Background: an optimization exercise with open tools, aiming at small area and a short achievable clock period. Do not read the settings as production practice. The RTL was checked by simulation tests, not by an equivalence proof against the original design. No activity file was given, so power comes from the tool's default toggle rates.

===== design/flow/design.v =====
module ALU(Aq, Bq, Cq, Sq, imm, shift, asel, bsel, ALUop, loadc, loads, Cn, Sn);
  input  [15:0] Aq, Bq, Cq;
  input  [4:0]  imm;
  input  [1:0]  shift, ALUop;
  input         Sq, asel, bsel, loadc, loads;
  output [15:0] Cn;
  output        Sn;
  wire [3:0] s0, sl, sr, asb, subb, nokill, kz;   
  wire s15;
  bdec15 ud15 (.bsel(bsel), .sh(shift), .s15(s15));
  wire op0b, op1b, ldcb;
  gm_buf ub0 (.a(ALUop[0]), .y(op0b));
  gm_buf ub1 (.a(ALUop[1]), .y(op1b));
  gm_buf ubc (.a(loadc), .y(ldcb));
  wire [1:0] opb = {op1b, op0b};
  genvar i;
  generate
    for (i = 0; i < 4; i = i + 1) begin : dec
      bdec ud (.bsel(bsel), .sh(shift), .s0(s0[i]), .sl(sl[i]), .sr(sr[i]));
      gm_buf uas (.a(asel), .y(asb[i]));
      gm_buf usb (.a(ALUop[0]), .y(subb[i]));
      gm_andn unk (.an(ALUop[1]), .b(loadc), .y(nokill[i]));
      gm_or2 ukz (.a(ALUop[1]), .b(ALUop[0]), .y(kz[i]));
    end
  endgenerate
  wire [15:0] An  = ~Aq;
  wire [16:0] bx  = {1'b0, Bq, 1'b0};
  wire [15:0] Ain, Bin, Bz, ai, g, t, xn, nd, wn, rn, zb;
  generate
    for (i = 0; i < 16; i = i + 1) begin : b
      localparam integer D = i / 4;
      gm_nor2 uan (.a(An[i]), .b(asb[D]), .y(Ain[i]));
      gm_xor2 ua (.a(Ain[i]), .b(subb[D]), .y(ai[i]));
      if (i < 5) begin : lo
        wire n0, n1, n2, n3;
        gm_nand2 u0 (.a(s0[D]), .b(bx[i+1]), .y(n0));
        gm_nand2 u1 (.a(sl[D]), .b(bx[i]), .y(n1));
        gm_nand2 u2 (.a(sr[D]), .b(bx[i+2]), .y(n2));
        gm_nand2 u3 (.a(bsel), .b(imm[i]), .y(n3));
        gm_nand4 ub (.a(n0), .b(n1), .c(n2), .d(n3), .y(Bin[i]));
        gm_nand4 uz (.a(n0), .b(n1), .c(n2), .d(n3), .y(Bz[i]));
      end else if (i < 15) begin : mid
        wire n0, n1, n2;
        gm_nand2 u0 (.a(s0[D]), .b(bx[i+1]), .y(n0));
        gm_nand2 u1 (.a(sl[D]), .b(bx[i]), .y(n1));
        gm_nand2 u2 (.a(sr[D]), .b(bx[i+2]), .y(n2));
        gm_nand3 ub (.a(n0), .b(n1), .c(n2), .y(Bin[i]));
        gm_nand3 uz (.a(n0), .b(n1), .c(n2), .y(Bz[i]));
      end else begin : top
        wire n0, n1;
        gm_nand2 u0 (.a(s15), .b(bx[i+1]), .y(n0));
        gm_nand2 u1 (.a(sl[D]), .b(bx[i]), .y(n1));
        gm_nand2 ub (.a(n0), .b(n1), .y(Bin[i]));
        gm_nand2 uz (.a(n0), .b(n1), .y(Bz[i]));
      end
      gm_nand3 ug (.a(Bin[i]), .b(ai[i]), .c(nokill[D]), .y(g[i]));
      gm_nor2 ut (.a(Bin[i]), .b(ai[i]), .y(t[i]));
      gm_xnor2 ux (.a(Ain[i]), .b(Bz[i]), .y(xn[i]));
      gm_nand2 un (.a(Ain[i]), .b(Bz[i]), .y(nd[i]));
      if (i == 0) begin : z0
        gm_inv uz (.a(xn[0]), .y(wn[0]));
      end else begin : zi
        zx uz (.q(xn[i]), .tn(t[i-1]), .kn(kz[D]), .y(wn[i]));
      end
      gm_mux2i ur (.s(op0b), .a0(nd[i]), .a1(Bz[i]), .y(rn[i]));
      gm_mux2i uq (.s(op1b), .a0(wn[i]), .a1(rn[i]), .y(zb[i]));
    end
  endgenerate
  wire [15:0] y   = op1b ? rn : ~xn;
  wire [15:0] yc  = ldcb ? y : Cq;
  wire        sq  = ~(~loads & Sq);
  wire g1_1;
  wire g1_3;
  wire t1_3;
  wire g1_5;
  wire t1_5;
  wire g1_7;
  wire t1_7;
  wire g1_9;
  wire t1_9;
  wire g1_11;
  wire t1_11;
  wire g1_13;
  wire t1_13;
  wire g1_1_n;
  wire g2_2;
  wire g2_3;
  wire g1_5_n;
  wire t1_5_n;
  wire g2_6;
  wire t2_6;
  wire g2_7;
  wire t2_7;
  wire g1_9_n;
  wire t1_9_n;
  wire g2_10;
  wire t2_10;
  wire g2_11;
  wire t2_11;
  wire g1_13_n;
  wire t1_13_n;
  wire g2_14;
  wire t2_14;
  wire g3_4;
  wire g2_3_n;
  wire g3_5;
  wire g3_6;
  wire g3_7;
  wire g3_12;
  wire t3_12;
  wire g2_11_n;
  wire t2_11_n;
  wire g3_13;
  wire t3_13;
  wire g3_14;
  wire t3_14;
  wire g3_7_n;
  wire g4_8;
  wire g4_9;
  wire g4_10;
  wire g4_11;
  wire g4_12;
  wire g4_13;
  wire g4_14;
  g_oai u1 (.gh(g[1]), .th(t[1]), .gl(g[0]), .go(g1_1));
  pg_oai u2 (.gh(g[3]), .th(t[3]), .gl(g[2]), .tl(t[2]), .go(g1_3), .to(t1_3));
  pg_oai u3 (.gh(g[5]), .th(t[5]), .gl(g[4]), .tl(t[4]), .go(g1_5), .to(t1_5));
  pg_oai u4 (.gh(g[7]), .th(t[7]), .gl(g[6]), .tl(t[6]), .go(g1_7), .to(t1_7));
  pg_oai u5 (.gh(g[9]), .th(t[9]), .gl(g[8]), .tl(t[8]), .go(g1_9), .to(t1_9));
  pg_oai u6 (.gh(g[11]), .th(t[11]), .gl(g[10]), .tl(t[10]), .go(g1_11), .to(t1_11));
  pg_oai u7 (.gh(g[13]), .th(t[13]), .gl(g[12]), .tl(t[12]), .go(g1_13), .to(t1_13));
  pfx_inv u8 (.a(g1_1), .y(g1_1_n));
  g_oai u9 (.gh(g[2]), .th(t[2]), .gl(g1_1_n), .go(g2_2));
  g_aoi u10 (.gh(g1_3), .th(t1_3), .gl(g1_1), .go(g2_3));
  pfx_inv u11 (.a(g1_5), .y(g1_5_n));
  pfx_inv u12 (.a(t1_5), .y(t1_5_n));
  pg_oai u13 (.gh(g[6]), .th(t[6]), .gl(g1_5_n), .tl(t1_5_n), .go(g2_6), .to(t2_6));
  pg_aoi u14 (.gh(g1_7), .th(t1_7), .gl(g1_5), .tl(t1_5), .go(g2_7), .to(t2_7));
  pfx_inv u15 (.a(g1_9), .y(g1_9_n));
  pfx_inv u16 (.a(t1_9), .y(t1_9_n));
  pg_oai u17 (.gh(g[10]), .th(t[10]), .gl(g1_9_n), .tl(t1_9_n), .go(g2_10), .to(t2_10));
  pg_aoi u18 (.gh(g1_11), .th(t1_11), .gl(g1_9), .tl(t1_9), .go(g2_11), .to(t2_11));
  pfx_inv u19 (.a(g1_13), .y(g1_13_n));
  pfx_inv u20 (.a(t1_13), .y(t1_13_n));
  pg_oai u21 (.gh(g[14]), .th(t[14]), .gl(g1_13_n), .tl(t1_13_n), .go(g2_14), .to(t2_14));
  g_oai u22 (.gh(g[4]), .th(t[4]), .gl(g2_3), .go(g3_4));
  pfx_inv u23 (.a(g2_3), .y(g2_3_n));
  g_aoi u24 (.gh(g1_5), .th(t1_5), .gl(g2_3_n), .go(g3_5));
  g_aoi u25 (.gh(g2_6), .th(t2_6), .gl(g2_3_n), .go(g3_6));
  g_oai u26 (.gh(g2_7), .th(t2_7), .gl(g2_3), .go(g3_7));
  pg_oai u27 (.gh(g[12]), .th(t[12]), .gl(g2_11), .tl(t2_11), .go(g3_12), .to(t3_12));
  pfx_inv u28 (.a(g2_11), .y(g2_11_n));
  pfx_inv u29 (.a(t2_11), .y(t2_11_n));
  pg_aoi u30 (.gh(g1_13), .th(t1_13), .gl(g2_11_n), .tl(t2_11_n), .go(g3_13), .to(t3_13));
  pg_aoi u31 (.gh(g2_14), .th(t2_14), .gl(g2_11_n), .tl(t2_11_n), .go(g3_14), .to(t3_14));
  pfx_inv u32 (.a(g3_7), .y(g3_7_n));
  g_oai u33 (.gh(g[8]), .th(t[8]), .gl(g3_7_n), .go(g4_8));
  g_aoi u34 (.gh(g1_9), .th(t1_9), .gl(g3_7), .go(g4_9));
  g_aoi u35 (.gh(g2_10), .th(t2_10), .gl(g3_7), .go(g4_10));
  g_oai u36 (.gh(g2_11), .th(t2_11), .gl(g3_7_n), .go(g4_11));
  g_aoi u37 (.gh(g3_12), .th(t3_12), .gl(g3_7), .go(g4_12));
  g_oai u38 (.gh(g3_13), .th(t3_13), .gl(g3_7_n), .go(g4_13));
  g_oai u39 (.gh(g3_14), .th(t3_14), .gl(g3_7_n), .go(g4_14));
  assign Cn[0] = yc[0];
  cxnor cx1 (.c(g[0]), .y(yc[1]), .o(Cn[1]));
  cxor cx2 (.c(g1_1), .y(yc[2]), .o(Cn[2]));
  cxor cx3 (.c(g2_2), .y(yc[3]), .o(Cn[3]));
  cxnor cx4 (.c(g2_3), .y(yc[4]), .o(Cn[4]));
  cxor cx5 (.c(g3_4), .y(yc[5]), .o(Cn[5]));
  cxnor cx6 (.c(g3_5), .y(yc[6]), .o(Cn[6]));
  cxnor cx7 (.c(g3_6), .y(yc[7]), .o(Cn[7]));
  cxor cx8 (.c(g3_7), .y(yc[8]), .o(Cn[8]));
  cxor cx9 (.c(g4_8), .y(yc[9]), .o(Cn[9]));
  cxnor cx10 (.c(g4_9), .y(yc[10]), .o(Cn[10]));
  cxnor cx11 (.c(g4_10), .y(yc[11]), .o(Cn[11]));
  cxor cx12 (.c(g4_11), .y(yc[12]), .o(Cn[12]));
  cxnor cx13 (.c(g4_12), .y(yc[13]), .o(Cn[13]));
  cxor cx14 (.c(g4_13), .y(yc[14]), .o(Cn[14]));
  cxor cx15 (.c(g4_14), .y(yc[15]), .o(Cn[15]));
  wire [7:0] zn1;
  wire [3:0] z2;
  wire [1:0] zn3;
  z_nand zt1_0 (.a(zb[0]), .b(zb[1]), .y(zn1[0]));
  z_nand zt1_1 (.a(zb[2]), .b(zb[3]), .y(zn1[1]));
  z_nand zt1_2 (.a(zb[4]), .b(zb[5]), .y(zn1[2]));
  z_nand zt1_3 (.a(zb[6]), .b(zb[7]), .y(zn1[3]));
  z_nand zt1_4 (.a(zb[8]), .b(zb[9]), .y(zn1[4]));
  z_nand zt1_5 (.a(zb[10]), .b(zb[11]), .y(zn1[5]));
  z_nand zt1_6 (.a(zb[12]), .b(zb[13]), .y(zn1[6]));
  z_nand zt1_7 (.a(zb[14]), .b(zb[15]), .y(zn1[7]));
  z_nor zt2_0 (.a(zn1[0]), .b(zn1[1]), .y(z2[0]));
  z_nor zt2_1 (.a(zn1[2]), .b(zn1[3]), .y(z2[1]));
  z_nor zt2_2 (.a(zn1[4]), .b(zn1[5]), .y(z2[2]));
  z_nor zt2_3 (.a(zn1[6]), .b(zn1[7]), .y(z2[3]));
  z_nand zt3_0 (.a(z2[0]), .b(z2[1]), .y(zn3[0]));
  z_nand zt3_1 (.a(z2[2]), .b(z2[3]), .y(zn3[1]));
  z_fin zt4 (.a(zn3[0]), .b(zn3[1]), .ldn(~loads), .q(sq), .y(Sn));
endmodule
module pg_aoi(gh, th, gl, tl, go, to);
  input gh, th, gl, tl;
  output go, to;
  assign go = ~(gh | (th & gl));
  assign to = ~(th & tl);
endmodule
module g_aoi(gh, th, gl, go);
  input gh, th, gl;
  output go;
  assign go = ~(gh | (th & gl));
endmodule
module pg_oai(gh, th, gl, tl, go, to);
  input gh, th, gl, tl;
  output go, to;
  assign go = ~(gh & (th | gl));
  assign to = ~(th | tl);
endmodule
module g_oai(gh, th, gl, go);
  input gh, th, gl;
  output go;
  assign go = ~(gh & (th | gl));
endmodule
module pfx_inv(a, y);
  input a;
  output y;
  assign y = ~a;
endmodule
module gm_mux2i(s, a0, a1, y);
  input s, a0, a1;
  output y;
  assign y = ~(s ? a1 : a0);
endmodule
module zx(q, tn, kn, y);
  input q, tn, kn;
  output y;
  assign y = ~(q ^ ~(tn | kn));
endmodule
module bdec(bsel, sh, s0, sl, sr);
  input bsel;
  input [1:0] sh;
  output s0, sl, sr;
  assign s0 = ~bsel & ~sh[1] & ~sh[0];
  assign sl = ~bsel & ~sh[1] & sh[0];
  assign sr = ~bsel & sh[1];
endmodule
module bdec15(bsel, sh, s15);
  input bsel;
  input [1:0] sh;
  output s15;
  assign s15 = ~bsel & (sh[1] == sh[0]);
endmodule
module z_fin(a, b, ldn, q, y);
  input a, b, ldn, q;
  output y;
  assign y = ~((a | b | ldn) & q);
endmodule
module gm_andn(an, b, y);
  input an, b;
  output y;
  assign y = ~an & b;
endmodule
module gm_buf(a, y);
  input a;
  output y;
  assign y = a;
endmodule
module gm_nand4(a, b, c, d, y);
  input a, b, c, d;
  output y;
  assign y = ~(a & b & c & d);
endmodule
module gm_or2(a, b, y);
  input a, b;
  output y;
  assign y = a | b;
endmodule
module gm_nor2(a, b, y);
  input a, b;
  output y;
  assign y = ~(a | b);
endmodule
module gm_xor2(a, b, y);
  input a, b;
  output y;
  assign y = a ^ b;
endmodule
module gm_xnor2(a, b, y);
  input a, b;
  output y;
  assign y = ~(a ^ b);
endmodule
module gm_nand2(a, b, y);
  input a, b;
  output y;
  assign y = ~(a & b);
endmodule
module gm_nand3(a, b, c, y);
  input a, b, c;
  output y;
  assign y = ~(a & b & c);
endmodule
module gm_inv(a, y);
  input a;
  output y;
  assign y = ~a;
endmodule
module cxor(c, y, o);
  input c, y;
  output o;
  assign o = c ^ y;
endmodule
module cxnor(c, y, o);
  input c, y;
  output o;
  assign o = ~(c ^ y);
endmodule
module z_nand(a, b, y);
  input a, b;
  output y;
  assign y = ~(a & b);
endmodule
module z_nor(a, b, y);
  input a, b;
  output y;
  assign y = ~(a | b);
endmodule
module regfile(data_in, writenum, write, readnum, clk, data_out);
  input [15:0] data_in;
  input [2:0] writenum, readnum;
  input write, clk;
  output [15:0] data_out;
  reg [15:0] R [7:0];
  always_ff @(posedge clk)
    if (write)
      R[writenum] <= data_in;
  wire [7:0] rs;
  genvar k, b;
  generate
    for (k = 0; k < 8; k = k + 1) begin : dec
      assign rs[k] = (readnum == k);
    end
    for (b = 0; b < 16; b = b + 1) begin : rd
      rd8 m (.rs(rs), .r({R[7][b], R[6][b], R[5][b], R[4][b], R[3][b], R[2][b], R[1][b], R[0][b]}),
             .y(data_out[b]));
    end
  endgenerate
endmodule
module rd8(rs, r, y);
  input [7:0] rs, r;
  output y;
  assign y = |(rs & r);
endmodule
module datapath (clk, writenum, readnum, write, datapath_in, vsel, loada, loadb, loadc, shift, asel, bsel, ALUop, loads, Z_out, datapath_out);
  input write, clk, loada, loadb, loadc, asel, bsel, loads, vsel;
  input [1:0] ALUop, shift;
  input [2:0] writenum, readnum;
  input [15:0] datapath_in;
  output reg Z_out;
  output reg [15:0] datapath_out;
  reg  [15:0] aloaded, in;
  wire [15:0] data_in, data_out, cn;
  wire sn;
  assign data_in = vsel ? datapath_in : datapath_out;
  regfile REGFILE(data_in, writenum, write, readnum, clk, data_out);
  always_ff @(posedge clk) if (loada) aloaded <= data_out;
  always_ff @(posedge clk) if (loadb) in <= data_out;
  ALU alu(aloaded, in, datapath_out, Z_out, datapath_in[4:0], shift, asel, bsel, ALUop,
          loadc, loads, cn, sn);
  always_ff @(posedge clk) Z_out <= sn;
  always_ff @(posedge clk) datapath_out <= cn;
endmodule

===== design/flow/flow/run.sh =====
#!/bin/bash
# The standard layout (standard.sh), with every input and output port
# buffered by a buf_2 cell instead of the buffer the resizer picks by default.
set -euo pipefail
bash standard.sh 'BUFFER_PORTS_ARGS=-buffer_cell sky130_fd_sc_hd__buf_2' finish > make.log 2>&1

===== design/flow/standard.sh =====
#!/bin/bash
# synth_recipe.tcl (not shown) runs the flow's synth.tcl, then flattens the netlist and writes it again
# the make line also repeats each setting of config.mk as NAME=value (left out here)
make -C /OpenROAD-flow-scripts/flow DESIGN_CONFIG=/design/flow/config.mk WORK_HOME=/design/flow/orfs CLKGATE_MAP_FILE= SYNTH_SCRIPT=/design/flow/synth_recipe.tcl "${@:-finish}"

===== design/flow/config.mk =====
export PLATFORM = sky130hd
export DESIGN_NAME = datapath
export DESIGN_NICKNAME = datapath
export VERILOG_FILES = /design/flow/design.v
export SDC_FILE = /design/flow/constraint.sdc
export NUM_CORES = 4
export LEC_CHECK = 0
export CAP_MARGIN = 20
export CORE_MARGIN = 2
export CORE_UTILIZATION = 60
export CTS_BUF_LIST = sky130_fd_sc_hd__clkbuf_4 sky130_fd_sc_hd__clkbuf_8
export SETUP_SLACK_MARGIN = 2.9
export SLEW_MARGIN = 20
export SYNTH_HIERARCHICAL = 1
export SYNTH_MINIMUM_KEEP_SIZE = 0

===== design/flow/constraint.sdc =====
create_clock -name core_clock -period 5.5 [get_ports {clk}]
set_input_delay 1.1000 -clock core_clock [delete_from_list [all_inputs] [get_ports {clk}]]
set_output_delay 1.1000 -clock core_clock [all_outputs]
set_load 0.01 [all_outputs]

==> metrics.csv, run 1 <==
metric,value,unit
status,"complete, no violations",
syn-num-nets,771,
setup_tns,0,ps
wl_met2,9.274,mm
critical_path_class,input pin to flop,
wl_met3,796,um
required,5900,ps
dr.pass1.iters,5,
die-area,15600,sq um
top_layer,met4,
p_int,0.002156,W
hold_violations,0,
crit_arrival,2930,ps
ys_ff_latch,177,
die_w,124.9,um
drt-vias-per-instance,5.811,
timing.fmax,394.3,MHz
detailed_place_hpwl,12.92,mm
die_y,124.9,um
clock_latency,460,ps
clk_path_buf_depth,2,
max_slew.worst_pin.slew,832.3,ps
grt-ovfl-total,0,
pwr-share-seq,53.6,%
dpl-instance-area,9255,sq um
final_area,9846,sq um
cp-end-kind,flop,
wirelength,18.95,mm
yosysSeqAreaShare,58.66,%
clk_pin_slew,110,ps
num_rows,44,
grt_pass1_vias,5367,
coreArea,14420,sq um
cp-start-kind,input pin,
grt_usage,24.78,%
rsz0062_at_grt,true,
maxCapViolCount,0,
synth_cell_type_count,36,
reg2regPathDepth,10,
place_congestion,0.8753,
setup_viol,0,
switching_power,0.0009225,W
clock_sinks,177,
drtIter0Drc,498,
grt_pass1_wl,29.53,mm
io_buffers,51,
wire_per_inst,19.02,um
peakVddDrop,0.2593,mV
syn_avg_cell_area,11.92,sq um
root_buffer,clkbuf_8,
hp-start,Z_out$_DFF_P_,
initial_core_util,60.81,%
met1Wirelength,8.608,mm
powerDensity,312.7,nW/um^2
slew_violations,0,
r2r_slack,3540,ps
p_clk_share,28.8,%
p_leak,3.589,nW
drive_above_1_share,25.49,%
post-route-drc-count,0,
grt_max_degree,42,
finalCritPeriodShare,46.11,%
whs_endpoint,Z_out$_DFF_P_,
relSlewSlack,44.51,%
r2r-start,aloaded[0]$_DFFE_PP_,
p_sw_share,29.96,%
antenna_left,0,
ios,52,
antenna_cells,0,
cts_tree,done,
crit_fanout,13,
via_count,5788,
fin_worst_skew,13.68,ps
antenna_found_initial,0,
p_comb_share,17.6,%
area_growth,12.25,%
synth_cells,736,
yosysWarnings,8,
min_period,2536,ps
syn_area,8771,sq um
htreeDepth,4,
numCtsBuffers,17,
hp-class,flop to flop,
nets,834,
r2r_end,datapath_out[12]$_DFF_P_,
min_path_cells,2,
## kinds of logic after synthesis
| kind of cell | after synthesis | share of synthesized area (%) |
|---|---|---|
| and+or+nand+nor | 290 | 16.66 |
| DFF | 177 | 58.66 |
| AOI/OAI and AO/OA | 109 | 9.215 |
| xor gates and xnor gates | 62 | 6.191 |
| buffers and inverters | 49 | 3.095 |
| muxes | 48 | 6.134 |
| other | 1 | 0.04275 |
## flip-flops by register name, summed over array words and instances, names as in the netlist
register,count
aloaded,16
REGFILE.R,128
in,16
datapath_out,16
Z_out,1
## stage by stage
stage	cells	hold WS, ps	power [W]	utilization (%)	setup WS (ps)
final	996	500.0	0.003079	68.26	2964
after global routing	996	552.3	0.003198	68.26	2863
after CTS	989	515.4	0.003067	67.04	2901
after detailed placement	957	499.6	0.002199	64.17	2221
after global placement	957	498.1	0.002184	64.17	2281
after floorplan	736	498.6	0.002034	-	2900
## layout make-up
class | count | area (sq um)
Sequential cell | 177 | 5145
Fill cell | 1083 | 4578
Multi-Input combinational cell | 510 | 3576
Timing Repair Buffer | 64 | 381.6
Clock buffer | 18 | 241.5
Tap cell | 184 | 230.2
Clock inverter | 14 | 162.7
Inverter | 29 | 108.9
## worst max-delay path: stages
cell     delay (ps)
buf_4           230
and2b_2         220
nand2_1          80
nand4_1         140
nand3_2         120
o21ai_2         270
a21oi_4         120
o21ai_4         250
inv_2           110
o21ai_2         130
xor2_1          160
## power groups by stage
stage	combinational, W	clock (W)	sequential, W
after floorplan	0.000364	0	0.00167
after global placement	0.000507	0	0.00168
after detailed placement	0.000520	0	0.00168
after CTS	0.000522	0.000896	0.00165
after global routing	0.000597	0.000944	0.00166
final	0.000543	0.000886	0.00165
## modules after synthesis (local to each module, per instance), a selection
module    copies in the design  flops+latches
pg_oai                      10              0
cxor                         8              0
gm_xnor2                    16              0
pfx_inv                     11              0
ALU                          1              0
datapath                     1             49
gm_nand2                    69              0
pg_aoi                       4              0
bdec15                       1              0
rd8                         16              0
## routing by layer
metal / track usage [%] / vias up
li1: - / 2828
met1: 34.93 / 2798
met2: 40.24 / 141
met3: 3.479 / 21
met4: 8.301 / 0
met5: 0 / -
## repair_timing
item / 4_1_cts / 5_1_grt
setup buffers: 0 / 7
setup endpoints to repair: 10 / 8
pin swaps: 0 / 8
hold buffers: 0 / 0
resized for setup: 4 / 32
## cells in the final DEF (no fill, tap or decap), types with 20 or more instances in the layout
cell type / n
xor2_1: 22
a22oi_1: 64
xnor2_1: 37
nor2_2: 33
mux2i_1: 32
nand4_1: 26
nand3_1: 34
inv_1: 28
buf_2: 44
or2_1: 20
nor2_1: 41
edfxtp_1: 160
nand2_1: 100
## worst max-delay path by stage
stage	startpoint	endpoint	depth (start not counted)
after global placement	ALUop[0]	datapath_out[14]$_DFF_P_	9
after floorplan	asel	datapath_out[12]$_DFF_P_	10
after detailed placement	ALUop[0]	datapath_out[12]$_DFF_P_	9
after CTS	shift[1]	datapath_out[12]$_DFF_P_	11
after global routing	bsel	datapath_out[12]$_DFF_P_	11
final	shift[1]	datapath_out[12]$_DFF_P_	11
## Yosys cell counts, drive strengths merged
cell | n | area, sq um
edfxtp | 160 | 4805
nand2 | 100 | 375.4
nor2 | 77 | 326.6
a22oi | 64 | 480.5
xnor2 | 38 | 332.8
nand3 | 35 | 175.2
mux2i | 32 | 320.3
inv | 29 | 108.9
nand4 | 26 | 162.7
xor2 | 24 | 210.2
or2 | 20 | 125.1
buf | 19 | 158.9
o21ai | 18 | 127.6
dfxtp | 17 | 340.3
a31oi | 16 | 100.1
mux2 | 16 | 217.7
a21oi | 10 | 87.58
nor3b | 7 | 52.55
nor3 | 5 | 25.02
and2b | 4 | 35.03
nor2b | 4 | 55.05
and3b | 3 | 26.28
and4b | 3 | 33.78
and4bb | 3 | 37.54
and3 | 1 | 6.260
and4 | 1 | 10.01
clkbuf | 1 | 3.750
conb | 1 | 3.750
nor4b | 1 | 15.01
o31ai | 1 | 12.51
==> inputs of run 2 (changes only) <==
--- a/design/flow/config.mk
+++ b/design/flow/config.mk
@@ -9,3 +9,3 @@
 export CORE_MARGIN = 2
-export CORE_UTILIZATION = 60
+export CORE_UTILIZATION = 78
 export CTS_BUF_LIST = sky130_fd_sc_hd__clkbuf_4 sky130_fd_sc_hd__clkbuf_8
==> run 2 against run 1 <==
Still clean on timing, DRC and antenna. Utilization rose by 21 points. Synthesized cell count unchanged. Sequential cell count did not move. Global-route usage grew 12 points. Cell area shrank 1.0%. Clock power down 4.4%. Critical path type unchanged.
==> metrics.csv, run 2 <==
metric,value,unit,change
grt-ovfl-total,0,,unchanged
drtIter0Drc,941,,+89%
ys_top_cells_by_count,"edfxtp_1 (160), nand2_1 (100), a22oi_1 (64)",,
grt_pass1_vias,6199,,+16%
yosysWarnings,8,,unchanged
yosys-top-cells-area,"edfxtp_1 (55%), a22oi_1 (5.5%), nand2_1 (4.3%), dfxtp_1 (3.9%), xnor2_1 (3.8%)",,
clock_sinks,177,,unchanged
final_cell_mix,"edfxtp_1 (160), nand2_1 (99), a22oi_1 (64)",,
synth_cells,736,,unchanged
grt_max_degree,57,,+36%
setup_tns,0,ps,unchanged
top_usage_layer,met2,,
die_y,110.0,um,-12%
grt_use_met2,61.48,%,+21 points
via_count,6497,,+12%
critical_path_class,input pin to flop,,
detailed_place_hpwl,13.47,mm,+4.3%
syn_area,8771,sq um,unchanged
dpl-instance-area,9193,sq um,-0.68%
syn_avg_cell_area,11.92,sq um,unchanged
dp_cells,912,,-4.7%
clk_path_buf_depth,2,,unchanged
wirelength,22.43,mm,+18%
utilization,89.49,%,+21 points
post-route-drc-count,0,,unchanged
yosysTopAreaCell,edfxtp_1,,
dr.pass1.iters,6,,+1
io_buffers,51,,unchanged
met1_usage,47.55,%,+13 points
hp-start,Z_out$_DFF_P_,,
coreArea,10890,sq um,-25%
synth_top_area_share,54.78,%,unchanged
fin_ws,2925,ps,-38.75 ps
grt_pass1_wl,32.17,mm,+8.9%
hp-class,flop to flop,,
root_buffer,clkbuf_8,,
num_rows,38,,-14%
initial_core_util,80.56,%,+20 points
antenna_found_initial,0,,unchanged
multi_input_area,3615,sq um,+1.1%
synth_cell_type_count,36,,unchanged
clock_latency,470,ps,about the same
max_slew.worst_pin.slew,982.3,ps,+150.0 ps
p_leak,3.555,nW,-0.94%
slew_violations,0,,unchanged
final_common_cell,edfxtp_1,,
instances_no_fill,946,,-5.0%
hold_buffers,0,,unchanged
ios,52,,unchanged
yosysSeqAreaShare,58.66,%,unchanged
largest_reg_flops,128,,unchanged
fillCellCount,431,,-60%
synthMostInstantiatedCell,edfxtp_1,,
clk_pin_slew,100,ps,about the same
cp-end-kind,flop,,
drt-vias-per-instance,6.868,,+18%
status,"complete, no violations",,
critical_path.startpoint,shift[0],,
setup_viol,0,,unchanged
cts_tree,done,,
die-area,12110,sq um,-22%
wire_per_inst,23.71,um,+25%
min_period,2575,ps,+38.75 ps
powerDensity,316.0,nW/um^2,+1.1%
place_congestion,0.9556,,+9.2%
regMostFlops,REGFILE.R,,
timing.fmax,388.4,MHz,-1.5%
async_flop_share,0,%,unchanged
switching_power,0.0009047,W,-1.9%
htreeDepth,4,,unchanged
register_area,5145,sq um,unchanged
nets,829,,-0.60%
ys_ff_latch,177,,unchanged
cp-start-kind,input pin,,
crit_fanout,9,,-4
relSlewSlack,34.23,%,-10 points
p_comb_share,18.6,%,+1.0 points
r2r-start,aloaded[9]$_DFFE_PP_,,
p_sw_share,29.38,%,-0.58 points
maxCapViolCount,0,,unchanged
crit_arrival,2980,ps,+50 ps
p_int,0.002174,W,+0.82%
finalCritPeriodShare,46.81,%,+0.70 points
required,5900,ps,about the same
post-place-ws,2259,ps,+37.13 ps
pwr-share-seq,53.9,%,+0.3 points
rsz0062_at_grt,true,,
p_clk_share,27.5,%,-1.3 points
antenna_cells,0,,unchanged
ys.flop_type,edfxtp_1,,
area_growth,11.08,%,
use_met3,7.760,%,+4.3 points
die_w,110.0,um,-12%
syn-num-nets,771,,unchanged
grt_usage,36.92,%,+12 points
final_area,9743,sq um,-1.0%
fin_worst_skew,14.30,ps,+0.6176 ps
synth_edf_count,160,,unchanged
numCtsBuffers,17,,unchanged
antenna_left,0,,unchanged
hold_violations,0,,unchanged
peakVddDrop,0.4282,mV,+65%
drive_above_1_share,25.81,%,+0.31 points
==> run 2: cell counts after synthesis <==
No cell type changed its count.
==> run 2: layout make-up <==
cell class              instances  share of cell area (%)
clock buffers                  19                   2.556
multi-input cells             510                   37.10
well taps                     140                   1.798
inverters                      29                   1.117
clock inverters                12                   1.092
repair buffers                 59                   3.532
flip-flops and latches        177                   52.81
==> run 2: metal layers <==
| layer | routed length (um) | share of wire [%] |
|---|---|---|
| met1 | 7941 | 35 |
| met5 | 0 | 0 |
| met3 | 2548 | 11 |
| met4 | 813 | 3.6 |
| met2 | 11130 | 50 |
==> run 2: path summary, 6_finish.rpt <==
check                                                end  slack, ps  cells past startpoint
worst max register to register  datapath_out[15]$_DFF_P_       3530                     10
worst min-delay path                       Z_out$_DFF_P_        490                      2
worst max-delay path            datapath_out[15]$_DFF_P_       2930                     11
worst min register to register             Z_out$_DFF_P_        490                      2
==> run 2: per-stage QoR <==
| stage | hold slack [ps] | power (W) |
|---|---|---|
| global route | 530.4 | 0.003152 |
| floorplan | 498.6 | 0.002034 |
| global placement | 481.4 | 0.002170 |
| finish | 493.2 | 0.003079 |
| detailed placement | 484.5 | 0.002205 |
| CTS | 498.9 | 0.003011 |
==> run 2: Yosys stat by module (local to each module, per instance), a selection <==
module / cell area [sq um] / flops+latches / cells inside / times used
gm_nand4: 6.256 / 0 / 1 / 10
pfx_inv: 3.754 / 0 / 1 / 11
gm_nand3: 5.005 / 0 / 1 / 35
g_aoi: 8.758 / 0 / 1 / 6
gm_andn: 13.76 / 0 / 1 / 4
pg_aoi: 12.51 / 0 / 2 / 4
z_fin: 12.51 / 0 / 1 / 1
zx: 15.01 / 0 / 2 / 15
==> run 2: what timing repair did <==
action	CTS	global route
gates resized for setup	6	40
endpoints found under the setup margin	11	12
pin swaps	0	5
gates cloned	0	0
buffers inserted	0	3
==> run 2: power groups by stage <==
stage	combinational, W	sequential (W)	clock (W)
6_report	0.000572	0.00166	0.000847
5_1_grt	0.000613	0.00167	0.000874
4_1_cts	0.000531	0.00165	0.000825
3_5_place_dp	0.000523	0.00168	0
3_3_place_gp	0.000495	0.00168	0
2_1_floorplan	0.000364	0.00167	0
==> run 2: kinds of logic (layout without fill, tap and decap cells) <==
kind of cell	Yosys count	after routing	synth area share, %
and+or+nand+nor	290	290	16.66
DFF	177	177	58.66
other	1	1	0.04275
muxes	48	48	6.134
AOI/OAI and AO/OA	109	109	9.215
xor gates and xnor gates	62	62	6.191
buffers and inverters	49	119	3.095
==> run 2: worst max-delay path: stages <==
cell and delay, ps:
buf_4 190, nor3b_4 290, nand2_1 150, nand3_1 170, nor2_1 110, nor2_1 280
inv_1 80, nor2_1 190, nand2_1 110, o21ai_2 160, xor2_1 150
==> inputs of run 3 (changes only) <==
--- a/design/flow/config.mk
+++ b/design/flow/config.mk
@@ -9,3 +9,3 @@
 export CORE_MARGIN = 2
-export CORE_UTILIZATION = 78
+export CORE_UTILIZATION = 70
 export CTS_BUF_LIST = sky130_fd_sc_hd__clkbuf_4 sky130_fd_sc_hd__clkbuf_8
==> run 3 against run 2 <==
Combinational power fell by 5.1%. Clock skew shrank 2.3 ps. Synthesized cell count unchanged. Largest cell class unchanged. Highest routed layer unchanged. First-iteration DRC count shrank 53%. Still clean. Critical path depth unchanged. Routed wire length decreased by 16%. Utilization decreased by 8.8 points. Clock power up 3.1%. Largest power group unchanged. Area after synthesis stayed put.
==> metrics.csv, run 3 <==
metric,value,unit,change
yosys-top-cells-area,"edfxtp_1 (55%), a22oi_1 (5.5%), nand2_1 (4.3%), dfxtp_1 (3.9%), xnor2_1 (3.8%)",,
initial_core_util,72.42,%,-8.1 points
die_w,115.9,um,+5.4%
antenna_cells,0,,unchanged
die_y,115.9,um,+5.4%
synth_top_area_share,54.78,%,unchanged
p_sw_share,30.04,%,+0.66 points
fin_worst_skew,12.01,ps,-2.289 ps
fillCellCount,726,,+68%
p_comb_share,17.7,%,-0.9 points
area_growth,11.40,%,
ys_ff_latch,177,,unchanged
drtIter0Drc,443,,-53%
relSlewSlack,43.86,%,+9.6 points
slew_violations,0,,unchanged
critical_path_class,input pin to flop,,
clock_sinks,177,,unchanged
die-area,13440,sq um,+11%
cp-end-kind,flop,,
io_buffers,51,,unchanged
antenna_found_initial,0,,unchanged
final_common_cell,edfxtp_1,,
whs,488.0,ps,-5.126 ps
setup_viol,0,,unchanged
grt_usage,29.86,%,-7.1 points
p_int,0.002144,W,-1.4%
post-route-drc-count,0,,unchanged
crit_arrival,2890,ps,-90 ps
hp-class,flop to flop,,
crit_path_top_delay_cell,and2b_2,,
cts_tree,done,,
grt_max_degree,43,,-25%
required,5900,ps,about the same
r2r_slack,3560,ps,+30 ps
nets,830,,+0.12%
hold_violations,0,,unchanged
wire_per_inst,19.29,um,-19%
timing.fmax,401.6,MHz,+3.4%
via_count,5947,,-8.5%
coreArea,12110,sq um,+11%
num_rows,40,,+5.3%
largest_reg_flops,128,,unchanged
cp-start-kind,input pin,,
powerDensity,313.7,nW/um^2,-0.73%
synth_edf_count,160,,unchanged
maxCapViolCount,0,,unchanged
min_period,2490,ps,-84.73 ps
root_buffer,clkbuf_8,,
yosysTopAreaCell,edfxtp_1,,
p_clk_share,28.5,%,+1.0 points
syn-num-nets,771,,unchanged
async_flop_share,0,%,unchanged
htreeDepth,4,,unchanged
pwr-share-seq,53.8,%,about the same
antenna_left,0,,unchanged
place_congestion,0.9128,,-4.5%
max_slew.worst_pin.slew,842.1,ps,-140.3 ps
grt_pass1_wl,29.53,mm,-8.2%
p_leak,3.561,nW,+0.16%
clk_pin_slew,100,ps,about the same
regMostFlops,REGFILE.R,,
clock_latency,480,ps,about the same
syn_avg_cell_area,11.92,sq um,unchanged
clk_path_buf_depth,2,,unchanged
switching_power,0.0009209,W,+1.8%
grt-ovfl-total,0,,unchanged
drive_above_1_share,24.38,%,-1.4 points
finalCritPeriodShare,45.27,%,-1.5 points
peakVddDrop,0.3886,mV,-9.3%
path_buf_inv,2,,unchanged
wirelength,18.83,mm,-16%
slowest_delay,250,ps,-40 ps
ys_top_cells_by_count,"edfxtp_1 (160), nand2_1 (100), a22oi_1 (64)",,
syn_area,8771,sq um,unchanged
yosysSeqAreaShare,58.66,%,unchanged
synth_cells,736,,unchanged
drt-vias-per-instance,6.093,,-11%
setup_tns,0,ps,unchanged
dr.pass1.iters,7,,+1
crit_family,simple AND/OR/NAND/NOR gates,,
yosysWarnings,8,,unchanged
detailed_place_hpwl,12.77,mm,-5.2%
grt_pass1_vias,5816,,-6.2%
ys.flop_type,edfxtp_1,,
synth_cell_type_count,36,,unchanged
rsz0062_at_grt,true,,
status,"complete, no violations",,
ios,52,,unchanged
synthMostInstantiatedCell,edfxtp_1,,
final_cell_mix,"edfxtp_1 (160), nand2_1 (100), a22oi_1 (64)",,
crit_path_cell_trace,buf_4 -> and2b_2 -> nand2_1 -> nand4_1 -> nor2_2 -> o21ai_4 -> a21oi_4 -> o21ai_4 -> buf_4 -> a21oi_2 -> xnor2_1,,
numCtsBuffers,17,,unchanged
hold_buffers,0,,unchanged
crit_fanout,13,,+4
## run 3: layer usage
metal	routed length, um	vias up	global-route usage, %
met4	529	0	11.11
met1	8009	2811	40.20
met5	0	-	0
li1	-	2827	-
met2	9054	260	48.93
met3	1234	49	5.858
## run 3: logic make-up after synthesis
| group | share of synthesized area [%] |
|---|---|
| XOR/XNOR | 6.191 |
| buffers and inverters | 3.095 |
| other | 0.04275 |
| multiplexers | 6.134 |
| AND/OR/NAND/NOR | 16.66 |
| AO/OA/AOI/OAI | 9.215 |
| flip-flops | 58.66 |
## run 3: worst reg2reg max path: stages (launching register included)
cell and delay [ps]:
edfxtp_1 340, inv_1 50, nor2_1 210, xor2_1 210, nor2_1 120, nor2_1 250, inv_1 90, nor2_1 200
nand2_1 110, o21ai_2 160, xor2_1 140
## run 3: stage by stage
stage / utilization, % / total power [W] / std cells / area (sq um) / setup WS (ps)
6_report: 80.67 / 0.003065 / 976 / 9771 / 3010
5_1_grt: 80.67 / 0.003176 / 976 / 9771 / 2857
4_1_cts: 79.64 / 0.003046 / 973 / 9646 / 2915
3_5_place_dp: 76.25 / 0.002198 / 941 / 9235 / 2192
3_3_place_gp: 76.25 / 0.002175 / 941 / 9235 / 2291
2_1_floorplan: - / 0.002034 / 736 / 8859 / 2900
## run 3: layout make-up
class	count	area [sq um]	area share [%]
sequential	177	5145	52.66
clock buffer	17	234.0	2.395
tap	168	210.2	2.151
clock inverter	15	166.4	1.703
inverter	29	108.9	1.114
timing repair buffer	60	347.8	3.560
multi-input combinational	510	3558	36.42
## run 3: timing repair
item,in CTS,in global routing
pin swaps,0,3
setup buffers,0,3
setup endpoints to repair,10,9
gates resized for setup,4,23
## run 3: worst paths after layout
check | from | cells after the start | endpoint
setup / recovery | shift[1] | 11 | datapath_out[11]$_DFF_P_
hold reg to reg | Z_out$_DFF_P_ | 2 | Z_out$_DFF_P_
setup reg to reg | aloaded[12]$_DFFE_PP_ | 10 | datapath_out[15]$_DFF_P_
hold / removal | Z_out$_DFF_P_ | 2 | Z_out$_DFF_P_
## run 3: power groups by stage
| stage | sequential, W | combinational, W | clock (W) |
|---|---|---|---|
| 2_1_floorplan | 0.00167 | 0.000364 | 0 |
| 3_3_place_gp | 0.00167 | 0.000501 | 0 |
| 3_5_place_dp | 0.00168 | 0.000519 | 0 |
| 4_1_cts | 0.00165 | 0.000522 | 0.000876 |
| 5_1_grt | 0.00166 | 0.000593 | 0.000925 |
| 6_report | 0.00165 | 0.000543 | 0.000873 |
## run 3: modules after synthesis, one instance, submodules excluded, excerpt
module    copies in the design  cells
z_fin                        1      1
gm_nand4                    10      1
bdec15                       1      2
gm_xor2                     15      1
cxor                         8      1
gm_andn                      4      1
z_nor                        4      1
==> inputs of run 4 (changes only) <==
--- a/design/flow/config.mk
+++ b/design/flow/config.mk
@@ -11,2 +11,3 @@
 export CTS_BUF_LIST = sky130_fd_sc_hd__clkbuf_4 sky130_fd_sc_hd__clkbuf_8
+export PLACE_DENSITY = 0.8
 export SETUP_SLACK_MARGIN = 2.9
==> run 4 against run 3 <==
Synthesized cell count unchanged. Area after synthesis unchanged. Sequential power about the same. Global-route usage unchanged. Cell area unchanged. Fmax unchanged. Clock-buffer cell count unchanged. Sequential share of layout area unchanged. Power unchanged. Critical path type unchanged.
==> metrics.csv, run 4 <==
metric,value,unit,change
status,"complete, no violations",,
grt_pass1_wl,29.53,mm,unchanged
finalCritPeriodShare,45.27,%,unchanged
crit_fanout,13,,unchanged
synth_cells,736,,unchanged
grt_usage,29.86,%,unchanged
drt-vias-per-instance,6.093,,unchanged
critical_path.startpoint,shift[1],,
io_buffers,51,,unchanged
whs,488.0,ps,unchanged
die_w,115.9,um,unchanged
cp-start-kind,input pin,,
synth_cell_type_count,36,,unchanged
die-area,13440,sq um,unchanged
setup_tns,0,ps,unchanged
dr.pass1.iters,7,,unchanged
htreeDepth,4,,unchanged
peakVddDrop,0.3886,mV,unchanged
hold_violations,0,,unchanged
max_slew.worst_pin.slew,842.1,ps,unchanged
place_congestion,0.9128,,unchanged
r2r-start,aloaded[12]$_DFFE_PP_,,
die_y,115.9,um,unchanged
r2r_slack,3560,ps,about the same
synth_top_family_by_area,simple AND/OR/NAND/NOR gates,,
largest_reg_flops,128,,unchanged
rsz0062_at_grt,true,,
fin_worst_skew,12.01,ps,unchanged
required,5900,ps,about the same
grt_max_degree,43,,unchanged
syn_area,8771,sq um,unchanged
yosysTopAreaCell,edfxtp_1,,
min_period,2490,ps,unchanged
setup_viol,0,,unchanged
powerDensity,313.7,nW/um^2,unchanged
wirelength,18.83,mm,unchanged
relSlewSlack,43.86,%,unchanged
synth_compound_area_share,9.215,%,unchanged
area_growth,11.40,%,unchanged
ys.flop_type,edfxtp_1,,
synth_top_area_share,54.78,%,unchanged
clock_latency,480,ps,about the same
antenna_left,0,,unchanged
p_leak,3.561,nW,unchanged
yosys-top-cells-area,"edfxtp_1 (55%), a22oi_1 (5.5%), nand2_1 (4.3%), dfxtp_1 (3.9%), xnor2_1 (3.8%)",,
async_flop_share,0,%,unchanged
antenna_found_initial,0,,unchanged
drive_above_1_share,24.38,%,unchanged
via_count,5947,,unchanged
antenna_cells,0,,unchanged
cts_tree,done,,
synth_fa_ha_area_share,0,%,unchanged
clk_pin_slew,100,ps,about the same
ios,52,,unchanged
post-route-drc-count,0,,unchanged
synth-simple-area-share,16.66,%,unchanged
slew_violations,0,,unchanged
yosysWarnings,8,,unchanged
timing.fmax,401.6,MHz,unchanged
detailed_place_hpwl,12.77,mm,unchanged
hp-class,flop to flop,,
ys_top_cells_by_count,"edfxtp_1 (160), nand2_1 (100), a22oi_1 (64)",,
maxCapViolCount,0,,unchanged
numCtsBuffers,17,,unchanged
drtIter0Drc,443,,unchanged
hp-start,Z_out$_DFF_P_,,
crit_arrival,2890,ps,about the same
final_area,9771,sq um,unchanged
ys_ff_latch,177,,unchanged
regMostFlops,REGFILE.R,,
yosysSeqAreaShare,58.66,%,unchanged
initial_core_util,72.42,%,unchanged
nets,830,,unchanged
grt-ovfl-total,0,,unchanged
final_cell_mix,"edfxtp_1 (160), nand2_1 (100), a22oi_1 (64)",,
clock_sinks,177,,unchanged
final_common_cell,edfxtp_1,,
reg2regPathDepth,10,,unchanged
syn_avg_cell_area,11.92,sq um,unchanged
root_buffer,clkbuf_8,,
min_path_cells,2,,unchanged
critical_path_class,input pin to flop,,
grt_pass1_vias,5816,,unchanged
dpl-instance-area,9235,sq um,unchanged
coreArea,12110,sq um,unchanged
synthMuxAreaShare,6.134,%,unchanged
utilization,80.67,%,unchanged
cp-end-kind,flop,,
wire_per_inst,19.29,um,unchanged
clk_path_buf_depth,2,,unchanged
syn-num-nets,771,,unchanged
synth_edf_count,160,,unchanged
synthMostInstantiatedCell,edfxtp_1,,
num_rows,40,,unchanged
synth_xor_area_share,6.191,%,unchanged
-- run 4: final timing paths --
| path | to |
|---|---|
| setup reg to reg | datapath_out[15]$_DFF_P_ |
| hold reg to reg | Z_out$_DFF_P_ |
| setup / recovery | datapath_out[11]$_DFF_P_ |
| hold / removal | Z_out$_DFF_P_ |
-- run 4: power breakdown --
group | switching (W) | total [W] | internal (W)
sequential | 0.0000561 | 0.00165 | 0.00159
combinational | 0.000333 | 0.000543 | 0.000210
clock | 0.000532 | 0.000873 | 0.000341
-- run 4: routing by layer --
layer	vias up	global-route usage (%)	part of all wire, %
li1	2827	-	-
met1	2811	40.20	43
met2	260	48.93	48
met3	49	5.858	6.6
met4	0	11.11	2.8
met5	-	0	0
-- run 4: per-module statistics from Yosys, one instance, submodules excluded, a selection --
| module | flops+latches | times used |
|---|---|---|
| pg_oai | 0 | 10 |
| regfile | 128 | 1 |
| cxnor | 0 | 7 |
| gm_or2 | 0 | 4 |
| bdec | 0 | 4 |
| g_aoi | 0 | 6 |
| gm_nand2 | 0 | 69 |
| gm_xnor2 | 0 | 16 |
| gm_nand4 | 0 | 10 |
| g_oai | 0 | 8 |
| gm_nor2 | 0 | 31 |
| pg_aoi | 0 | 4 |
| ALU | 0 | 1 |
| zx | 0 | 15 |
| cxor | 0 | 8 |
| z_nor | 0 | 4 |
-- run 4: cell type report --
| type | instances | area, sq um |
|---|---|---|
| clock buffers | 17 | 234.0 |
| clock inverters | 15 | 166.4 |
| fillers | 726 | 2341 |
| inverters | 29 | 108.9 |
| multi-input cells | 510 | 3558 |
| flip-flops and latches | 177 | 5145 |
| well taps | 168 | 210.2 |
| repair buffers | 60 | 347.8 |
-- run 4: kinds of logic (layout without fill, tap and decap cells) --
| kind of cell | after synthesis | count (layout) |
|---|---|---|
| simple gates | 290 | 290 |
| flops | 177 | 177 |
| compound gates | 109 | 109 |
| xor+xnor | 62 | 62 |
| buf+inv | 49 | 121 |
| mux | 48 | 48 |
| other cells | 1 | 1 |
-- run 4: timing repair --
item,4_1_cts,5_1_grt
hold buffers,0,0
buffers inserted,0,3
gates resized for setup,4,23
pin swaps,0,3
endpoints found under the setup margin,10,9
-- run 4: through the flow --
step / setup WS, ps / total power [W] / instances
2_1_floorplan: 2900 / 0.002034 / 736
3_3_place_gp: 2291 / 0.002175 / 941
3_5_place_dp: 2192 / 0.002198 / 941
4_1_cts: 2915 / 0.003046 / 973
5_1_grt: 2857 / 0.003176 / 976
6_report: 3010 / 0.003065 / 976
-- run 4: critical path, cell delays in order --
cell	delay [ps]
buf_4	190
and2b_2	250
nand2_1	110
nand4_1	150
nor2_2	200
o21ai_4	100
a21oi_4	240
o21ai_4	100
buf_4	160
a21oi_2	140
xnor2_1	130
==> inputs of run 5 (changes only) <==
--- a/design/flow/config.mk
+++ b/design/flow/config.mk
@@ -11,3 +11,3 @@
 export CTS_BUF_LIST = sky130_fd_sc_hd__clkbuf_4 sky130_fd_sc_hd__clkbuf_8
-export PLACE_DENSITY = 0.8
+export PLACE_DENSITY = 0.9
 export SETUP_SLACK_MARGIN = 2.9
==> run 5 against run 4 <==
Register-to-register slack lost 50 ps. Worst hold slack improved by 13 ps. Clock-buffer cell count unchanged. Synthesized cell count did not move. Clock skew is 7.8 ps higher. Routed wire length increased by 2.5%. Highest routed layer unchanged.
==> metrics.csv, run 5 <==
metric,value,unit,change
place_congestion,0.8996,,-1.4%
pwr-share-seq,53.1,%,-0.7 points
p_leak,3.583,nW,+0.62%
wirelength,19.29,mm,+2.5%
final_cell_mix,"edfxtp_1 (160), nand2_1 (100), a22oi_1 (64)",,
cp-end-kind,flop,,
min_period,2552,ps,+62.15 ps
numCtsBuffers,17,,unchanged
critPathCapture,datapath_out[13]$_DFF_P_,,
critical_path_class,input pin to flop,,
ys_top_cells_by_count,"edfxtp_1 (160), nand2_1 (100), a22oi_1 (64)",,
ios,52,,unchanged
final_common_cell,edfxtp_1,,
synth_cells,736,,unchanged
area_growth,11.94,%,
yosysWarnings,8,,unchanged
final_area,9818,sq um,+0.49%
crit_family,simple AND/OR/NAND/NOR gates,,
cp-start-kind,input pin,,
dpl-instance-area,9228,sq um,about the same
clk_path_buf_depth,2,,unchanged
synth_edf_count,160,,unchanged
crit_path_top_delay_cell,and2b_2,,
crit_fanout,13,,unchanged
die_w,115.9,um,unchanged
async_flop_share,0,%,unchanged
required,5900,ps,about the same
reg2regPathDepth,10,,unchanged
finalCritPeriodShare,46.40,%,+1.1 points
nets,831,,+0.12%
initial_core_util,72.42,%,unchanged
antenna_found_initial,0,,unchanged
min_path_cells,2,,unchanged
die-area,13440,sq um,unchanged
root_buffer,clkbuf_8,,
hp-class,flop to flop,,
r2r_end,datapath_out[15]$_DFF_P_,,
crit_path_cell_trace,buf_4 -> and2b_2 -> nand2_1 -> nand4_1 -> nor2_2 -> o21ai_4 -> a21oi_4 -> o21ai_4 -> buf_4 -> a21oi_2 -> xnor2_1,,
instances_no_fill,977,,+0.10%
yosys-top-cells-area,"edfxtp_1 (55%), a22oi_1 (5.5%), nand2_1 (4.3%), dfxtp_1 (3.9%), xnor2_1 (3.8%)",,
synth_top_area_share,54.78,%,unchanged
status,"complete, no violations",,
utilization,81.06,%,+0.39 points
yosysSeqAreaShare,58.66,%,unchanged
largest_reg_flops,128,,unchanged
syn_area,8771,sq um,unchanged
drt-vias-per-instance,6.136,,+0.70%
maxCapViolCount,0,,unchanged
peakVddDrop,0.2639,mV,-32%
p_int,0.002163,W,+0.87%
critical_path.startpoint,shift[1],,
p_sw_share,30.46,%,+0.41 points
via_count,5995,,+0.81%
die_y,115.9,um,unchanged
path_buf_inv,2,,unchanged
coreArea,12110,sq um,unchanged
slowest_delay,260,ps,about the same
relSlewSlack,46.18,%,+2.3 points
clock_sinks,177,,unchanged
clock_latency,470,ps,about the same
grt_pass1_vias,5823,,+0.12%
grt-ovfl-total,0,,unchanged
slew_violations,0,,unchanged
rsz0062_at_grt,false,,
io_buffers,51,,unchanged
cts_tree,done,,
antenna_cells,0,,unchanged
synth_cell_type_count,36,,unchanged
setup_viol,0,,unchanged
fin_worst_skew,19.80,ps,+7.793 ps
r2r_slack,3510,ps,-50 ps
ys.flop_type,edfxtp_1,,
grt_max_degree,57,,+33%
syn-num-nets,771,,unchanged
wire_per_inst,19.75,um,+2.4%
clk_pin_slew,100,ps,about the same
synthMostInstantiatedCell,edfxtp_1,,
hold_violations,0,,unchanged
drtIter0Drc,743,,+68%
htreeDepth,4,,unchanged
yosysTopAreaCell,edfxtp_1,,
dr.pass1.iters,5,,-2
crit_cells,11,,unchanged
syn_avg_cell_area,11.92,sq um,unchanged
powerDensity,316.8,nW/um^2,+0.98%
grt_usage,29.98,%,+0.13 points
post-place-ws,2190,ps,-2.090 ps
fillCellCount,669,,-7.9%
hold_buffers,0,,unchanged
antenna_left,0,,unchanged
regMostFlops,REGFILE.R,,
fin_ws,2948,ps,-62.15 ps
detailed_place_hpwl,12.74,mm,-0.29%
setup_tns,0,ps,unchanged
ys_ff_latch,177,,unchanged
max_slew.worst_pin.slew,807.3,ps,-34.79 ps
post-route-drc-count,0,,unchanged
grt_pass1_wl,29.43,mm,-0.35%
timing.fmax,391.8,MHz,-2.4%
switching_power,0.0009473,W,+2.9%
drive_above_1_share,24.47,%,+0.093 points
p_comb_share,17.6,%,about the same
crit_arrival,2950,ps,+60 ps
dp_cells,940,,-0.11%
p_clk_share,29.4,%,+0.9 points
r2r-start,aloaded[2]$_DFFE_PP_,,
num_rows,40,,unchanged
==> run 5: changes by cell type in the layout (fill, tap and decap cells not counted), sizes merged <==
cell    delta
buf        +2
clkbuf     -1
clkinv     +1
inv        -1
==> run 5: per-stage QoR <==
| stage | power [W] | hold slack [ps] |
|---|---|---|
| finish | 0.003110 | 500.9 |
| global route | 0.003230 | 540.5 |
| CTS | 0.003096 | 502.0 |
| detailed placement | 0.002197 | 481.7 |
| global placement | 0.002171 | 482.5 |
| floorplan | 0.002034 | 498.6 |
==> run 5: layout make-up <==
cell class	count	area (sq um)	share of cell area [%]
inverters	29	108.9	1.109
repair buffers	61	359.1	3.657
well taps	168	210.2	2.141
flip-flops and latches	177	5145	52.40
clock inverters	15	203.9	2.077
clock buffers	17	234.0	2.383
multi-input cells	510	3557	36.23
==> run 5: cell families after synthesis <==
family,synth area share (%)
xor gates and xnor gates,6.191
other,0.04275
AOI/OAI and AO/OA,9.215
DFF,58.66
muxes,6.134
buffers and inverters,3.095
and+or+nand+nor,16.66
==> run 5: Yosys stat by module, one instance, submodules excluded, a selection <==
module    flip-flops and latches  copies in the design
regfile                      128                     1
rd8                            0                    16
bdec                           0                     4
gm_nand4                       0                    10
gm_nand2                       0                    69
z_nand                         0                    10
pg_oai                         0                    10
pfx_inv                        0                    11
z_nor                          0                     4
==> run 5: timing repair <==
item	4_1_cts	5_1_grt
gates resized for setup	7	20
pin swaps	0	8
endpoints found under the setup margin	12	10
setup buffers	0	5
==> run 5: worst min-delay path by stage <==
stage	from	to	slack, ps
CTS	Z_out$_DFF_P_	Z_out$_DFF_P_	500
finish	Z_out$_DFF_P_	Z_out$_DFF_P_	500
floorplan	Z_out$_DFF_P_	Z_out$_DFF_P_	500
global placement	datapath_out[0]$_DFF_P_	datapath_out[0]$_DFF_P_	480
detailed placement	Z_out$_DFF_P_	Z_out$_DFF_P_	480
global route	Z_out$_DFF_P_	Z_out$_DFF_P_	540
==> run 5: layer usage <==
layer	wire length, um	up-vias	track usage (%)	part of all wire, %
met1	7575	2860	38.83	39
met2	9711	278	50.37	50
met4	371	0	11.11	1.9
met3	1636	29	6.538	8.5
li1	-	2828	-	-
met5	0	-	0	0
==> run 5: power by group through the flow <==
| stage | Sequential (W) | Clock, W | Combinational [W] |
|---|---|---|---|
| 4_1_cts | 0.00165 | 0.000920 | 0.000526 |
| 3_5_place_dp | 0.00168 | 0 | 0.000519 |
| 2_1_floorplan | 0.00167 | 0 | 0.000364 |
| 5_1_grt | 0.00166 | 0.000977 | 0.000595 |
| 3_3_place_gp | 0.00167 | 0 | 0.000496 |
| 6_report | 0.00165 | 0.000913 | 0.000546 |
==> run 5: worst reg2reg max path: cells and delay by family, from the launching register on <==
kind                   cells  cell delay [ps]
buffers and inverters      2              160
flip-flops                 1              350
AND/OR/NAND/NOR            2              370
XOR/XNOR                   2              400
AO/OA/AOI/OAI              4              650
==> inputs of run 6 (changes only) <==
--- a/design/flow/config.mk
+++ b/design/flow/config.mk
@@ -11,4 +11,3 @@
 export CTS_BUF_LIST = sky130_fd_sc_hd__clkbuf_4 sky130_fd_sc_hd__clkbuf_8
-export PLACE_DENSITY = 0.9
-export SETUP_SLACK_MARGIN = 2.9
+export SETUP_SLACK_MARGIN = 2.95
 export SLEW_MARGIN = 20
==> run 6 against run 5 <==
Still clean. Sequential share of layout area shrank 0.25 points. Clock skew shrank 12 ps. Via count grew 0.13%. Critical path type unchanged. Largest power group unchanged. Highest routed layer unchanged.
==> metrics.csv, run 6 <==
metric,value,unit,change
dr.pass1.iters,5,,unchanged
cp-end-kind,flop,,
grt_usage,29.38,%,-0.60 points
clk_path_buf_depth,2,,unchanged
rsz0062_at_grt,false,,
yosysTopAreaCell,edfxtp_1,,
coreArea,12110,sq um,unchanged
numCtsBuffers,17,,unchanged
grt_pass1_wl,28.94,mm,-1.7%
yosysWarnings,8,,unchanged
synth_cell_type_count,36,,unchanged
fin_ws,2985,ps,+36.83 ps
cts_tree,done,,
regMostFlops,REGFILE.R,,
wirelength,19.00,mm,-1.5%
root_buffer,clkbuf_8,,
post-route-drc-count,0,,unchanged
max_slew.worst_pin.slew,856.9,ps,+49.61 ps
drt-vias-per-instance,6.138,,about the same
antenna_cells,0,,unchanged
required,5900,ps,about the same
status,"complete, no violations",,
final_cell_mix,"edfxtp_1 (160), nand2_1 (99), a22oi_1 (64)",,
clock_sinks,177,,unchanged
area_growth,12.47,%,
clock_latency,470,ps,about the same
num_rows,40,,unchanged
relSlewSlack,42.87,%,-3.3 points
yosys-top-cells-area,"edfxtp_1 (55%), a22oi_1 (5.5%), nand2_1 (4.3%), dfxtp_1 (3.9%), xnor2_1 (3.8%)",,
cp-start-kind,input pin,,
wire_per_inst,19.42,um,-1.6%
post-place-ws,2181,ps,-8.700 ps
synth_edf_count,160,,unchanged
syn_avg_cell_area,11.92,sq um,unchanged
largest_reg_flops,128,,unchanged
ios,52,,unchanged
initial_core_util,72.42,%,unchanged
htreeDepth,4,,unchanged
yosysSeqAreaShare,58.66,%,unchanged
peakVddDrop,0.2965,mV,+12%
min_period,2515,ps,-36.83 ps
async_flop_share,0,%,unchanged
die_w,115.9,um,unchanged
ys.flop_type,edfxtp_1,,
grt_pass1_vias,5552,,-4.7%
io_buffers,51,,unchanged
slew_violations,0,,unchanged
p_leak,3.597,nW,+0.39%
synthMostInstantiatedCell,edfxtp_1,,
detailed_place_hpwl,12.85,mm,+0.91%
crit_arrival,2920,ps,-30 ps
synth_top_area_share,54.78,%,unchanged
fin_worst_skew,8.118,ps,-11.68 ps
hp-class,flop to flop,,
clk_pin_slew,100,ps,about the same
place_congestion,0.9436,,+4.9%
setup_tns,0,ps,unchanged
drtIter0Drc,596,,-20%
final_common_cell,edfxtp_1,,
drive_above_1_share,25.68,%,+1.2 points
critical_path_class,input pin to flop,,
maxCapViolCount,0,,unchanged
nets,832,,+0.12%
grt-ovfl-total,0,,unchanged
crit_fanout,13,,unchanged
antenna_left,0,,unchanged
via_count,6003,,+0.13%
ys_ff_latch,177,,unchanged
finalCritPeriodShare,45.73,%,-0.67 points
die_y,115.9,um,unchanged
syn-num-nets,771,,unchanged
synth_cells,736,,unchanged
utilization,81.45,%,+0.38 points
ys_top_cells_by_count,"edfxtp_1 (160), nand2_1 (100), a22oi_1 (64)",,
die-area,13440,sq um,unchanged
timing.fmax,397.6,MHz,+1.5%
grt_max_degree,41,,-28%
hold_violations,0,,unchanged
antenna_found_initial,0,,unchanged
syn_area,8771,sq um,unchanged
powerDensity,318.3,nW/um^2,+0.48%
setup_viol,0,,unchanged
## run 6: final timing paths
check                  startpoint  slack, ps  depth (start not counted)                       end
min reg2reg         Z_out$_DFF_P_        500                          2             Z_out$_DFF_P_
max                      shift[1]       2980                         11             Z_out$_DFF_P_
max reg2reg  aloaded[0]$_DFFE_PP_       3570                         10  datapath_out[15]$_DFF_P_
min                 Z_out$_DFF_P_        500                          2             Z_out$_DFF_P_
## run 6: layout make-up
type / count / area [sq um]
multi-input cells: 510 / 3607
clock buffers: 17 / 234.0
well taps: 168 / 210.2
flip-flops and latches: 177 / 5145
inverters: 29 / 108.9
fillers: 709 / 2247
clock inverters: 15 / 185.2
repair buffers: 62 / 374.1
## run 6: kinds of logic after synthesis
kind of cell / after synthesis / share of synthesized area [%]
xor+xnor: 62 / 6.191
compound gates: 109 / 9.215
mux: 48 / 6.134
buf+inv: 49 / 3.095
flops: 177 / 58.66
simple gates: 290 / 16.66
other cells: 1 / 0.04275
## run 6: report_power, final
| group | switching (W) | internal, W |
|---|---|---|
| clock network | 0.000513 | 0.000425 |
| logic | 0.000335 | 0.000214 |
| registers | 0.0000596 | 0.00159 |
| total | 0.000908 | 0.00223 |
## run 6: metal layers
layer / GRT usage (%) / share of wire, % / vias to the layer above
met2: 48.27 / 49 / 270
met3: 6.590 / 8.0 / 41
met1: 39.02 / 40 / 2857
met4: 10.56 / 2.2 / 0
met5: 0 / 0 / -
li1: - / - / 2835
## run 6: metrics by stage
stage	cell area (sq um)	cells	hold WS [ps]	power, W
finish	9864	978	503.0	0.003140
floorplan	8915	736	498.6	0.002040
global placement	9284	941	483.9	0.002180
CTS	9724	973	501.1	0.003115
detailed placement	9284	941	486.6	0.002204
global route	9864	978	520.9	0.003249
## run 6: repair_timing
item                                   4_1_cts  5_1_grt
setup endpoints to repair                   11       11
endpoints found under the hold margin        0        0
hold buffers                                 0        0
gates cloned                                 0        0
gates resized for setup                      7       24
buffers inserted                             0        5
pin swaps                                    0        4
## run 6: Yosys stat by module (local to each module, per instance), a selection
module / area, sq um / flops+latches / times used
gm_nand4: 6.256 / 0 / 10
g_oai: 5.005 / 0 / 8
cxnor: 8.758 / 0 / 7
pfx_inv: 3.754 / 0 / 11
ALU: 440.4 / 0 / 1
bdec: 21.27 / 0 / 4
z_fin: 12.51 / 0 / 1
datapath: 1550 / 49 / 1
cxor: 8.758 / 0 / 8
gm_inv: 3.754 / 0 / 1
## run 6: worst max-delay path: stages
cell	delay, ps
buf_4	190
and2b_2	250
nand2_1	100
nand4_1	200
xnor2_1	280
xnor2_1	100
mux2i_1	160
nand2_1	90
nor2_2	150
nand2_2	100
o31ai_2	200
==> inputs of run 7 (changes only) <==
--- a/design/flow/config.mk
+++ b/design/flow/config.mk
@@ -11,3 +11,3 @@
 export CTS_BUF_LIST = sky130_fd_sc_hd__clkbuf_4 sky130_fd_sc_hd__clkbuf_8
-export SETUP_SLACK_MARGIN = 2.95
+export SETUP_SLACK_MARGIN = 2.85
 export SLEW_MARGIN = 20
==> run 7 against run 6 <==
Global-route usage is 0.084 points higher. Still clean on timing, DRC and antenna. Via count is 1.4% lower. Largest cell class unchanged. Sequential cell count stayed put. Worst hold slack worse by 4.6 ps. Clock power is 1% lower. Setup slack worse by 48 ps. Die area stayed put. Highest routed layer unchanged. Non-clock buffer count stayed put. Combinational power is 2% lower. Critical path type unchanged.
==> metrics.csv, run 7 <==
metric,value,unit,change
largest_reg_flops,128,,unchanged
initial_core_util,72.42,%,unchanged
utilization,80.62,%,-0.83 points
yosysTopAreaCell,edfxtp_1,,
antenna_cells,0,,unchanged
cts_tree,done,,
critical_path_class,input pin to flop,,
dpl-instance-area,9208,sq um,-0.82%
grt_pass1_vias,5733,,+3.3%
drt-vias-per-instance,6.050,,-1.4%
num_rows,40,,unchanged
numCtsBuffers,17,,unchanged
status,"complete, no violations",,
synth_top_area_share,54.78,%,unchanged
synth_edf_count,160,,unchanged
synth-simple-area-share,16.66,%,unchanged
setup_tns,0,ps,unchanged
min_period,2563,ps,+48.04 ps
wirelength,18.74,mm,-1.3%
multi_input_area,3513,sq um,-2.6%
crit_family,simple AND/OR/NAND/NOR gates,,
drive_above_1_share,23.46,%,-2.2 points
die-area,13440,sq um,unchanged
fin_worst_skew,19.46,ps,+11.34 ps
root_buffer,clkbuf_8,,
die_y,115.9,um,unchanged
clock_latency,460,ps,about the same
detailed_place_hpwl,12.89,mm,+0.29%
synth_xor_area_share,6.191,%,unchanged
clock_sinks,177,,unchanged
register_area,5145,sq um,unchanged
antenna_found_initial,0,,unchanged
syn_avg_cell_area,11.92,sq um,unchanged
synth_top_family_by_area,simple AND/OR/NAND/NOR gates,,
nets,832,,unchanged
grt-ovfl-total,0,,unchanged
clk_path_buf_depth,2,,unchanged
final_cell_mix,"edfxtp_1 (160), nand2_1 (100), a22oi_1 (64)",,
grt_max_degree,44,,+7.3%
coreArea,12110,sq um,unchanged
fillCellCount,726,,+2.4%
syn-num-nets,771,,unchanged
synth_cells,736,,unchanged
final_common_cell,edfxtp_1,,
path_buf_inv,2,,+1
synthMuxAreaShare,6.134,%,unchanged
synth_fa_ha_area_share,0,%,unchanged
slew_violations,0,,unchanged
ys.flop_type,edfxtp_1,,
==> run 7: cell counts after synthesis <==
Identical to the previous run, type by type.
==> run 7: report_power, final <==
group | total (W) | leakage [nW] | internal (W) | switching [W]
sequential | 0.00165 | 1.62 | 0.00159 | 0.0000610
combinational | 0.000536 | 1.75 | 0.000210 | 0.000326
clock | 0.000926 | 0.215 | 0.000440 | 0.000486
==> run 7: area by class of cell <==
type	instances	share of cell area, %
Sequential cell	177	52.69
Multi-Input combinational cell	510	35.98
Timing Repair Buffer	62	3.819
Clock buffer	21	2.704
Tap cell	168	2.153
Clock inverter	11	1.538
Inverter	29	1.115
==> run 7: path summary, 6_finish.rpt <==
check | startpoint | to | slack [ps] | cells past startpoint
setup reg to reg | aloaded[3]$_DFFE_PP_ | datapath_out[11]$_DFF_P_ | 3510 | 10
hold reg to reg | Z_out$_DFF_P_ | Z_out$_DFF_P_ | 500 | 2
hold / removal | Z_out$_DFF_P_ | Z_out$_DFF_P_ | 500 | 2
setup / recovery | asel | datapath_out[11]$_DFF_P_ | 2940 | 10
==> run 7: timing repair <==
| action | in CTS | in global routing |
|---|---|---|
| resized for setup | 3 | 19 |
| setup buffers | 0 | 5 |
| pin swaps | 0 | 6 |
| setup endpoints to repair | 8 | 7 |
==> run 7: cell families (layout without fill, tap and decap cells) <==
logic type,count (synthesis),count (layout)
mux,48,48
flops,177,177
other cells,1,1
compound gates,109,109
xor+xnor,62,62
buf+inv,49,123
simple gates,290,290
==> run 7: stage by stage <==
stage,setup WS [ps],cells,hold WS (ps)
6_report,2937,978,498.3
5_1_grt,2800,978,529.5
4_1_cts,2875,973,507.2
3_5_place_dp,2197,941,493.0
3_3_place_gp,2302,941,488.4
2_1_floorplan,2875,736,498.6
==> run 7: layer usage <==
metal  wire [um]  vias up  track usage (%)  share of wire [%]
met5           0        -                0                  0
met4         332        0            9.603                1.8
met3        1163       32            5.910                6.2
met2        9524      222            49.94                 51
met1        7721     2833            38.66                 41
li1            -     2830                -                  -
==> run 7: worst min-delay path, delay by kind of cell, from the launching register on <==
kind,cells,cell delay [ps]
AO/OA/AOI/OAI,1,50
flip-flops,1,330
AND/OR/NAND/NOR,1,80
==> run 7: per-module statistics from Yosys (local to each module, per instance), a selection <==
module	cell area, sq um	flip-flops and latches	copies in the design	cells
zx	15.01	0	15	2
bdec15	12.51	0	1	2
gm_xor2	8.758	0	15	1
cxnor	8.758	0	7	1
gm_nand4	6.256	0	10	1
gm_nand3	5.005	0	35	1
gm_inv	3.754	0	1	1

Setup slack of run 7, layout unchanged: 2.937 ns with ideal ports, 2.946 ns with driving cells assumed (clock clkbuf_16, inputs buf_2), 2.456 ns with port delays also shifted by the 0.490 ns mid clock arrival.
